This design comes from an exercise in tuning for small area and a short achievable clock period on the open sky130 flow, not from production work.
Where RTL was checked, it was by simulation tests only, not by an equivalence proof against the original.

pepper:
## lab4
module lab4(Dout, Din, clk, reset);
output  [17:0]  Dout;
input   [7:0]   Din;
input           clk, reset;
reg [7:0] r0, r1, r2, r3, r4, r5, r6, r7, r8, r9, r10;
reg [16:0] s;
wire nrst;
invm u_nrst (.a(reset), .y(nrst));
wire pas1, pac2;
ha upas1 (.a(r1[0]), .b(r7[0]), .s(pas1), .co(pac2));
wire pas3, pac4;
fa upas3 (.a(r1[1]), .b(r7[1]), .c(pac2), .s(pas3), .co(pac4));
wire pas5, pac6;
fa upas5 (.a(r1[2]), .b(r7[2]), .c(pac4), .s(pas5), .co(pac6));
wire pas7, pac8;
fa upas7 (.a(r1[3]), .b(r7[3]), .c(pac6), .s(pas7), .co(pac8));
wire pas9, pac10;
fa upas9 (.a(r1[4]), .b(r7[4]), .c(pac8), .s(pas9), .co(pac10));
wire pas11, pac12;
fa upas11 (.a(r1[5]), .b(r7[5]), .c(pac10), .s(pas11), .co(pac12));
wire pas13, pac14;
fa upas13 (.a(r1[6]), .b(r7[6]), .c(pac12), .s(pas13), .co(pac14));
wire pas15, pac16;
fa upas15 (.a(r1[7]), .b(r7[7]), .c(pac14), .s(pas15), .co(pac16));
wire pbs17, pbc18;
xnor2m upbs17 (.a(r2[0]), .b(r6[0]), .y(pbs17));
or2m upbc18 (.a(r2[0]), .b(r6[0]), .y(pbc18));
wire pbs19, pbc20;
fa upbs19 (.a(r2[1]), .b(r6[1]), .c(pbc18), .s(pbs19), .co(pbc20));
wire pbs21, pbc22;
fa upbs21 (.a(r2[2]), .b(r6[2]), .c(pbc20), .s(pbs21), .co(pbc22));
wire pbs23, pbc24;
fa upbs23 (.a(r2[3]), .b(r6[3]), .c(pbc22), .s(pbs23), .co(pbc24));
wire pbs25, pbc26;
fa upbs25 (.a(r2[4]), .b(r6[4]), .c(pbc24), .s(pbs25), .co(pbc26));
wire pbs27, pbc28;
fa upbs27 (.a(r2[5]), .b(r6[5]), .c(pbc26), .s(pbs27), .co(pbc28));
wire pbs29, pbc30;
fa upbs29 (.a(r2[6]), .b(r6[6]), .c(pbc28), .s(pbs29), .co(pbc30));
  ...
Size in the first run: about 110 flip-flops, roughly 28 I/O pins, about 7100 µm² of cells after synthesis.
Settings: LEC_CHECK=0, CAP_MARGIN=20, CORE_MARGIN=2, CORE_UTILIZATION=40, CTS_BUF_LIST=sky130_fd_sc_hd__clkbuf_8, SLEW_MARGIN=20, SYNTH_HIERARCHICAL=1, SYNTH_MINIMUM_KEEP_SIZE=0; clock period 13.0 ns.
standard.sh (not shown) runs the stock make flow with config.mk's settings and CLKGATE_MAP_FILE= SYNTH_SCRIPT=/design/flow/synth_recipe.tcl, a recipe that flattens the netlist after the stock synthesis.
==> flow/flow/run.sh <==
#!/bin/bash
# The standard layout (standard.sh) with these changes to its settings:
#  - the port buffers are plain buffers (BUF) instead of the delay-cell
#    footprint-mates that buffer_ports picks by default;
#  - repair_timing aims for a setup slack margin of MARGIN ns;
#  - clock tree synthesis inserts no dummy loads.
# Everything else (synthesis, floorplan, power grid, placement, routing) is
# the standard flow's.  The make output goes to standard.log; ORFS keeps each
# step's log under orfs/logs.
set -euo pipefail
MARGIN=5
BUF=sky130_fd_sc_hd__buf_2
export BUFFER_PORTS_ARGS="-buffer_cell $BUF"
export CTS_ARGS="-sink_clustering_enable -repair_clock_nets -buf_list sky130_fd_sc_hd__clkbuf_8 -dont_use_dummy_load"
sed -e "s/\"\${@:-finish}\"/SETUP_SLACK_MARGIN=$MARGIN \"\${@:-finish}\"/" standard.sh > standard_margin.sh
grep -q "SETUP_SLACK_MARGIN=$MARGIN" standard_margin.sh
bash standard_margin.sh > standard.log 2>&1
Changes in maple relative to pepper:
--- a/flow/design.v
+++ b/flow/design.v
@@ -512,22 +512,21 @@
 wire G3_8 = gg8 | (pp8 & G2_7);
 wire P3_8 = pp8 & P2_7;
 wire G3_9 = G0_9 | (P0_9 & G2_7);
 wire P3_9 = P0_9 & P2_7;
 wire G3_10 = G1_10 | (P1_10 & G2_7);
 wire P3_10 = P1_10 & P2_7;
 wire [10:0] lo_s = {pp10 ^ G3_9, pp9 ^ G3_8, pp8 ^ G2_7, pp7 ^ G2_6, pp6 ^ G2_5, pp5 ^ G2_4, pp4 ^ G1_3, pp3 ^ G1_2, pp2 ^ G0_1, pp1 ^ gg0, pp0};
 wire lo_c = G3_10 | oc416;
 wire [11:0] lo = {lo_c, lo_s};
 wire [5:0] ones = {&s[15:11], &s[14:11], &s[13:11], &s[12:11], s[11], 1'b1};
-wire [5:0] hinc = s[16:11] ^ ones;
-assign Dout = {1'b0, lo[11] ? hinc : s[16:11], lo[10:0]};
+assign Dout = {1'b0, s[16:11] ^ (ones & {6{lo[11]}}), lo[10:0]};
 endmodule
 module fa(a, b, c, s, co);
 input a, b, c;
 output s, co;
 assign s = a ^ b ^ c;
 assign co = (a & b) | (c & (a ^ b));
 endmodule
 module xnor2m(a, b, y);
 input a, b;
 output y;
### Flow results
maple: all stages complete, timing, DRC and antenna checks passed
pepper → maple: number of enable-type register cells in the synthesized netlist held steady; area overhead of the layout relative to synthesis neither gained nor lost much; routed wire length dropped 0.48%; simple logic cell fraction of the synthesized area went down by 0.17 points.
maple: number of instances in the placed design is 0.39% higher than what pepper reported.
Register-to-register slack delta (maple -> pepper): insignificant
Period utilization, pepper and maple: higher on pepper
Higher area of the mapped netlist was reported by pepper, not maple.
Going from pepper to maple, wire length of the first global-routing pass moved up, global-route met1 utilization picked up an extra 1.1 points.
On global routing met2 resource utilization: between pepper and maple, it ends up lower for maple.
Changes observed in maple relative to pepper: finished layout cell area saw a decrease; global routing usage on met3 now larger.
No functional check of the RTL was part of pepper.

Setup of v6:
The RTL this note starts from:
==> flow/design.v <==
module lab4(Dout, Din, clk, reset);
parameter b0=7, b1=17, b2=32, b3=46, b4=52, b5=61, b6=73, b7=61, b8=52, b9=46, b10=32, b11=17, b12=7;
output	[17:0]	Dout;
input 	[7:0] 	Din;
input 		clk, reset;
reg [7:0] r0, r1, r2, r3, r4, r5, r6, r7, r8, r9, r10;
reg [16:0] s;
wire [16:0] s_next = (Din * b1) + (r0 * b2) + (r1 * b3) + (r2 * b4) +
                     (r3 * b5) + (r4 * b6) + (r5 * b7) + (r6 * b8) +
                     (r7 * b9) + (r8 * b10) + (r9 * b11) + (r10 * b12);
always @(posedge clk) begin
    if (!reset) begin
        r0 <= 0; r1 <= 0; r2 <= 0; r3 <= 0; r4 <= 0; r5 <= 0;
        r6 <= 0; r7 <= 0; r8 <= 0; r9 <= 0; r10 <= 0;
        s  <= 0;
    end else begin
        r0  <= Din;
        r1  <= r0;
        r2  <= r1;
        r3  <= r2;
        r4  <= r3;
        r5  <= r4;
        r6  <= r5;
        r7  <= r6;
        r8  <= r7;
        r9  <= r8;
        r10 <= r9;
        s   <= s_next;
    end
end
assign Dout = (Din * b0) + s;
endmodule
Settings: LEC_CHECK=0, CAP_MARGIN=20, CORE_MARGIN=2, CORE_UTILIZATION=40, SLEW_MARGIN=20; clock period 13.0 ns.
run.sh (not shown) runs the stock make flow with config.mk's settings and CLKGATE_MAP_FILE= SYNTH_SCRIPT=/design/flow/synth_recipe.tcl, a recipe that flattens the netlist after the stock synthesis.
Stock flow here: none of the scripts above is used.
Input changes introduced in v7 (baseline for comparison: v6):
==> flow/design.v <==
module lab4(Dout, Din, clk, reset);
parameter b0=7, b1=17, b2=32, b3=46, b4=52, b5=61, b6=73, b7=61, b8=52, b9=46, b10=32, b11=17, b12=7;
output	[17:0]	Dout;
input 	[7:0] 	Din;
input 		clk, reset;
reg [7:0] r0, r1, r2, r3, r4, r5, r6, r7, r8, r9, r10, r11;
always @(posedge clk) begin
    if (!reset) begin
        r0 <= 0; r1 <= 0; r2 <= 0; r3 <= 0; r4 <= 0; r5 <= 0; 
        r6 <= 0; r7 <= 0; r8 <= 0; r9 <= 0; r10 <= 0; r11 <= 0;
    end else begin
        r0  <= Din;
        r1  <= r0;
        r2  <= r1;
        r3  <= r2;
        r4  <= r3;
        r5  <= r4;
        r6  <= r5;
        r7  <= r6;
        r8  <= r7;
        r9  <= r8;
        r10 <= r9;
        r11 <= r10;
    end
end
assign Dout = (Din * b0) + (r0 * b1) + (r1 * b2) + (r2 * b3) + 
              (r3 * b4) + (r4 * b5) + (r5 * b6) + (r6 * b7) + 
              (r7 * b8) + (r8 * b9) + (r9 * b10) + (r10 * b11) + (r11 * b12);
endmodule
==> comparison <==
- v7 | status: complete | timing, DRC, antenna: pass
- Against v6 as the reference, v7 delivers a lower core box area.
- v7 vs v6: total routing resource utilization after global routing down
- The utilization on v6 is in line with that on v7.
- Slowest stage cell on the critical path: sky130_fd_sc_hd__fa_1 -> v6, sky130_fd_sc_hd__clkdlybuf4s50_1 -> v7
- [compare] base=v6 new=v7: buffer and inverter count on the worst path rose 4; fraction of area in registers shows a reduction of 0.86 points.
For v6, only the layout was checked, not whether the RTL still works.

afterwards: timing with drivers on the ports:
Ports are ideal in the flow. The routed layouts listed here were re-timed in OpenROAD.
Step 1, drivers: a clkbuf_16 drives clk and a buf_2 each remaining input, both assumed.
Step 2 times the ports against the registers' clock, not the clock port: input delays grow and output delays shrink by t, the midpoint of the rising clock arrivals with the driver on.
a / b / c = no drivers / after step 1 / after step 2; a / b = the first two.
run	t (ns)	slack for setup (ns)	hold WS [ns]	clock arrival spread, ns	slew at the worst register clock pin (ns)
pepper	0.405	5.490 / 5.468 / 5.468	0.413 / 0.413 / 0.413	0.031 / 0.032	0.10 / 0.10
maple	0.403	5.581 / 5.558 / 5.558	0.412 / 0.412 / 0.412	0.019 / 0.019	0.10 / 0.10
v6	0.408	3.797 / 3.774 / 3.774	0.505 / 0.505 / 0.505	0.012 / 0.012	0.08 / 0.08
v7	0.404	0.650 / 0.618 / 0.618	0.467 / 0.467 / 0.467	0.013 / 0.013	0.08 / 0.08
After both steps setup and hold are still met in every run listed. For v7, which loses most, drivers alone change the setup slack by -0.032 ns; drivers and shift together by -0.032 ns.
